This design comes from an exercise in tuning for small area on the open sky130 flow, not from production work. In this exercise RTL edits were held to simulation tests only and were not proved equivalent to the original. No activity file was given, so power comes from the tool's default toggle rates.

==> flow/design.v, too long to show whole: its modules and the start of the top module <==
// module M65C02_Core: 8168 lines
module M65C02_Core(Rst, Clk, IRQ_Msk, xIRQ, Int, Vector, Done, SC, Mode, RMW, IntSvc, ISR, MC, MemTyp, Wait, Rdy, IO_Op, AO, DI, DO, A
, X, Y, S, P, PC, IR, OP1, OP2);
  // ...
==> flow/flow/run.sh <==
#!/bin/bash
# Layout flow: the standard flow (standard.sh) with two changes.
#  1. Synthesis is the standard synthesis script (synth_recipe.tcl, which runs
#     ORFS's synth.tcl) except for the ABC script of its final technology
#     mapping, flow/abc_map.script: an area-oriented mapping instead of
#     ORFS's abc_area.script. Registers, flattening and renaming are those of
#     the standard synthesis.
#  2. The port buffers that global placement inserts on every input and
#     output use the smallest buffer, sky130_fd_sc_hd__buf_1.
set -euo pipefail
HERE=$(pwd)
{
  printf 'proc abc {args} {\n'
  printf '  set i [lsearch -exact $args -script]\n'
  printf '  if {$i >= 0} { lset args [expr {$i + 1}] %s/flow/abc_map.script }\n' "$HERE"
  printf '  yosys abc {*}$args\n'
  printf '}\n'
  cat synth_recipe.tcl
} > my_synth.tcl
sed -e "s#SYNTH_SCRIPT=[^ ]*#SYNTH_SCRIPT=$HERE/my_synth.tcl#" standard.sh > my_standard.sh
grep -q "SYNTH_SCRIPT=$HERE/my_synth.tcl" my_standard.sh
export BUFFER_PORTS_ARGS="-buffer_cell sky130_fd_sc_hd__buf_1"
bash my_standard.sh > standard.log 2>&1
==> flow/flow/abc_map.script <==
strash
dch
map -D 3000
topo
buffer -c
dnsize -c -D 3000
==> flow/standard.sh <==
#!/bin/bash
# synth_recipe.tcl (not shown) runs the flow's synth.tcl, then flattens the netlist and writes it again
# the make line also repeats each setting of config.mk as NAME=value (left out here)
make -C /OpenROAD-flow-scripts/flow DESIGN_CONFIG=/design/flow/config.mk WORK_HOME=/design/flow/orfs CLKGATE_MAP_FILE= SYNTH_SCRIPT=/design/flow/synth_recipe.tcl "${@:-finish}"
==> flow/config.mk <==
export PLATFORM = sky130hd
export DESIGN_NAME = M65C02_Core
export DESIGN_NICKNAME = M65C02_Core
export VERILOG_FILES = /design/flow/design.v
export SDC_FILE = /design/flow/constraint.sdc
export NUM_CORES = 4
export LEC_CHECK = 0
export ABC_AREA = 1
export CAP_MARGIN = 20
export CORE_MARGIN = 2
export CORE_UTILIZATION = 50
export CTS_BUF_LIST = sky130_fd_sc_hd__clkbuf_8
export SLEW_MARGIN = 20
export SYNTH_MEMORY_MAX_BITS = 32768
==> flow/constraint.sdc <==
create_clock -name core_clock -period 10.0 [get_ports {Clk}]
set_input_delay 2.0000 -clock core_clock [delete_from_list [all_inputs] [get_ports {Clk}]]
set_output_delay 2.0000 -clock core_clock [all_outputs]
set_load 0.01 [all_outputs]
==> results.tsv, run 1 <==
stage	metric	value	unit
finish	seq_cells	133	
synthesis	synth_top_flop_cell	dfxtp_1	
drt	ant_nets	0	
floorplanning	dieArea	0.02593	mm2
global_route	top_usage_layer	met2	
clocking	cts_sinks	133	
floorplanning	core_area	0.02425	mm2
clocking	insertion_delay	490	ps
drt	first_pass_iters	7	
timing	period_minus_slack	9611	ps
critical_path	arrival	7610	ps
global_route	track_usage	0.4566	
placed_design	place_congestion	1.073	
finish	area_dominant_class	multi-input gates	
drt	viasPerCell	6.623	
power	combPwrFrac	0.289	
placed_design	port_buffers	147	
critical_path	crit_top_cell	inv_1	
status	status	complete, no violations	
finish	multi_input_area	0.007796	mm2
clocking	cts_setup_buffers	0	
finish	nFillCells	2366	
drt	wl_met2	24240	um
clocking	ctsHoldBuffers	0	
drt	drt-met1-wl	22630	um
placed_design	dp_slack	459.1	ps
finish	buffers	199	
timing	tightestPinTransition	1136	ps
critical_path	crit_type	flop to output pin	
timing	hold_slack	435.7	ps
timing	fmax	104.0	MHz
power	switching_share	0.3985	
clocking	cts_root_buffer	clkbuf_8	
synthesis	synthMuxAreaShare	0	
floorplanning	ioPinCount	150	
critical_path	critPathRequiredTime	8000	ps
timing	final-setup-viol-count	0	
finish	drive_gt1_frac	0.05960	
finish	nonClkBufAreaFrac	0.06805	
global_route	grt_max_degree	75	
global_route	use_met2	0.6570	
==> run 2: changes to the inputs <==
==> flow/flow/run.sh (replaced) <==
#!/bin/bash
# Layout flow: the standard flow (standard.sh, unchanged synthesis and
# steps), with the port buffers that global placement inserts on every input
# and output made from the smallest buffer, sky130_fd_sc_hd__buf_1, instead of
# the default choice.
set -euo pipefail
export BUFFER_PORTS_ARGS="-buffer_cell sky130_fd_sc_hd__buf_1"
bash standard.sh > standard.log 2>&1
removed: flow/flow/abc_map.script
==> results.tsv, run 2 <==
stage	metric	value	unit	change
job	cap_viol_max_count	0		unchanged
min_path	min_path_cells	1		unchanged
floorplanning	num_rows	60		was 57
clocking	cts_sinks	133		unchanged
clocking	clock_path_buffers	2		unchanged
synthesis	yosysWarnings	1		unchanged
floorplanning	dieArea	0.02901	mm2	was 0.02593 mm2
drt	ant_nets	0		unchanged
timing	finalWorstSetupSlack	393.5	ps	was 388.7 ps
drt	viasPerCell	6.396		was 6.623
critical_path	cp_max_fo	13		was 12
finish	top_regs	AddrGen_MAR (16), AddrGen_dPC (16), PC (16)		unchanged
critical_path	critPathRequiredTime	8000	ps	about the same
clocking	cts_root_buffer	clkbuf_8		unchanged
drt	first_pass_iters	10		was 7
clocking	insertion_delay	490	ps	about the same
global_route	top_usage_layer	met2		unchanged
drt	drt-initial-drc-count	2770		was 2547
critical_path	crit_type	flop to output pin		unchanged
finish	post-route-util	0.5538		was 0.5763
floorplanning	ioPinCount	150		unchanged
critical_path	slowest_delay	700	ps	was 490 ps
clocking	cts_setup_buffers	0		unchanged
placed_design	port_buffers	147		unchanged
timing	finalClockSkew	40.34	ps	was 27.66 ps
synthesis	synth_nets	2320		was 2033
clocking	ctsHoldBuffers	0		unchanged
global_route	track_usage	0.4394		was 0.4566
synthesis	yosysTopAreaCellShare	0.1487		was 0.1380
floorplanning	die_w	170.3	um	was 161.0 um
clocking	cts_made_buffers	17		unchanged
global_route	use_met2	0.6826		was 0.6570
drt	drc	0		unchanged
timing	final-setup-viol-count	0		unchanged
finish	regArea	0.003144	mm2	was 0.003157 mm2
timing	drv_slew	0		unchanged
critical_path	arrival	7610	ps	about the same
synthesis	yosys-top-cells-area	nand2_1 15%, dfxtp_1 12%, edfxtp_1 10%		was dfxtp_1 14%, edfxtp_1 12%, inv_1 9.4%
finish	antennaDiodeCount	0		was 2
synthesis	yosys.cell_count.top_type	nand2_1		was inv_1
placed_design	dp_slack	985.3	ps	was 459.1 ps
finish	drive_gt1_frac	0.09199		was 0.05960
timing	slew-limit-headroom	0.2462		was 0.2400
synthesis	synth_area_leader_cell	nand2_1		was dfxtp_1
critical_path	reg2reg_depth	48		was 57
finish	layout_commonest_cell	nand2_1		was inv_1
placed_design	place_congestion	1.068		was 1.073
synthesis	synth_top_flop_cell	dfxtp_1		unchanged
floorplanning	die_h	170.3	um	was 161.0 um
drt	wl_per_cell	23.92	um	was 24.72 um
critical_path	start_kind	flop		unchanged
timing	period_minus_slack	9607	ps	was 9611 ps
status	status	complete, no violations		unchanged
synthesis	ys_seq_area_frac	0.2272		was 0.2550
synthesis	syn_area	0.01383	mm2	was 0.01233 mm2
finish	num-nets-final	2434		was 2189
timing	setup_tns	0	ps	unchanged
floorplanning	core_area	0.02703	mm2	was 0.02425 mm2
global_route	antenna_found_initial	2		unchanged
finish	nFillCells	2751		was 2366
critical_path	crit_slowest_cell	dfxtp_1		was dfxtp_2
synthesis	async_flop_share	0		unchanged
global_route	grt_overflow_total	0		unchanged
power	power.density	117.1	mW/mm2	was 121.7 mW/mm2
timing	grt_setup_unrepaired	false		unchanged
drt	vias	17270		was 16160
min_path	min-delay-path-class	flop to flop		unchanged
clocking	clkTransAtPathRegs	100	ps	was 110 ps
clocking	cts_tree	done		unchanged
critical_path	crit_top_cell	fa_1		was inv_1
global_route	grt_pass1_vias	16123		was 14779
synthesis	synth_edf_count	48		unchanged
critical_path	critPathCaptureType	output pin		unchanged
timing	hold_slack	428.3	ps	was 435.7 ps
placed_design	dpl.hpwl	50700	um	was 46730 um
timing	fmax	104.1	MHz	was 104.0 MHz
synthesis	ys_ff_latch	133		unchanged
timing	fin_crit_sh	0.9607		was 0.9611
drt	wl	64580	um	was 60310 um
clocking	htreeDepth	4		unchanged
synthesis	syn_area_per_cell	6.198	um2	was 6.338 um2
floorplanning	start_util	0.5119		was 0.5084
timing	tightestPinTransition	1119	ps	was 1136 ps
finish	syn_to_final_growth	8.186	%	was 13.37%
global_route	globalRouteMet1Util	0.5379		was 0.6183
synthesis	synth.distinct_cells	74		was 52
synthesis	synth_cells	2232		was 1945
power	p_leak	7.262	nW	was 5.905 nW
clocking	cts_resized	0		was 1
finish	final_cell_mix	548 x nand2_1, 312 x inv_1, 221 x nor2_1, 186 x o21ai_0, 163 x nand3_1		was 310 x inv_1, 299 x nand2_1, 292 x nor2_1, 178 x a21oi_1, 172 x o21ai_0
timing	hold_viol	0		unchanged
global_route	use_met3	0.1019		was 0.1225
global_route	grt_first_pass_wirelength	95850	um	was 90260 um
global_route	grt_max_degree	71		was 75
power	peakVddDrop	105.0	uV	was 103.5 uV
synthesis	synth_top_cells_by_count	548 x nand2_1, 312 x inv_1, 222 x nor2_1		was 310 x inv_1, 300 x nand2_1, 299 x nor2_1
finish	multi_input_area	0.008980	mm2	was 0.007796 mm2
==> run 2: changes by cell type in the layout (fill, tap and decap cells not counted), moves of 31 or more <==
cell,change
nand3_1,+103
nand2_1,+249
inv_2,+31
a22oi_1,-60
o21ai_1,+32
buf_4,-40
nor2_1,-71
a21oi_1,-59
==> run 2: worst paths after layout <==
path                             startpoint     end  slack, ps
worst min register to register        MC[0]   MC[1]        430
worst max-delay path            MPCv4_PC[1]  AO[15]        390
worst max register to register        IR[5]  PC[15]       1790
worst min-delay path                  MC[0]   MC[1]        430
==> run 2: critical path, delay by kind of cell (launching register included) <==
| kind | cells | cell delay (ps) |
|---|---|---|
| simple gates | 14 | 2590 |
| fa+ha+maj | 8 | 2220 |
| buf+inv | 8 | 1110 |
| flops | 1 | 700 |
| compound gates | 2 | 510 |
==> run 2: cell type report <==
class / instances / share of cell area
Timing Repair Buffer: 159 / 0.04431
Sequential cell: 133 / 0.2101
Multi-Input combinational cell: 1683 / 0.6000
Clock buffer: 17 / 0.01563
Inverter: 352 / 0.08912
Tap cell: 341 / 0.02851
Clock inverter: 15 / 0.01229
==> run 2: power breakdown <==
| group | total [W] | internal, W | switching (W) |
|---|---|---|---|
| combinational | 0.000573 | 0.000155 | 0.000419 |
| clock | 0.000516 | 0.000212 | 0.000304 |
| sequential | 0.000663 | 0.000603 | 0.0000604 |
==> run 2: routing by layer <==
metal,part of all wire,vias up
met5,0.00019,-
met4,0.085,2
met3,0.13,375
met2,0.43,1451
met1,0.35,7817
li1,-,7625
==> run 2: metrics by stage <==
step	instances	total power [W]	cell area, um2
after global placement	2667	0.001206	14520
final	2700	0.001753	14970
after floorplan	2232	0.0009958	13830
after global routing	2700	0.001799	14970
after CTS	2699	0.001712	14930
after detailed placement	2667	0.001213	14520
==> run 2: logic make-up after synthesis <==
family | Yosys count | share of synthesized area
simple gates | 1143 | 0.3812
other cells | 2 | 0.0005429
xor+xnor | 10 | 0.006332
compound gates | 469 | 0.1978
buf+inv | 416 | 0.1249
fa+ha+maj | 59 | 0.06205
flops | 133 | 0.2272

-- what the ideal ports hide --
The flow's constraints put no driver on any port. The routed layouts listed below were extracted and timed again, unchanged, in two steps. Step 1 assumes that a clkbuf_16 drives the clock port and a buf_2 every other input. Step 2 moves the port delays by t, midway between the first and last clock arrival at a register: inputs arrive t later, outputs are due t later. That takes back most of the time a late clock gives input paths. a / b / c = ideal / step 1 / step 2; a / b = the first two.
run	shift t [ns]	setup WS [ns]	latest minus earliest clock arrival (ns)
run 1	0.526	0.389 / 0.336 / 0.862	0.027 / 0.027
run 2	0.526	0.394 / 0.341 / 0.868	0.041 / 0.041
After both steps setup and hold are still met in every run listed.
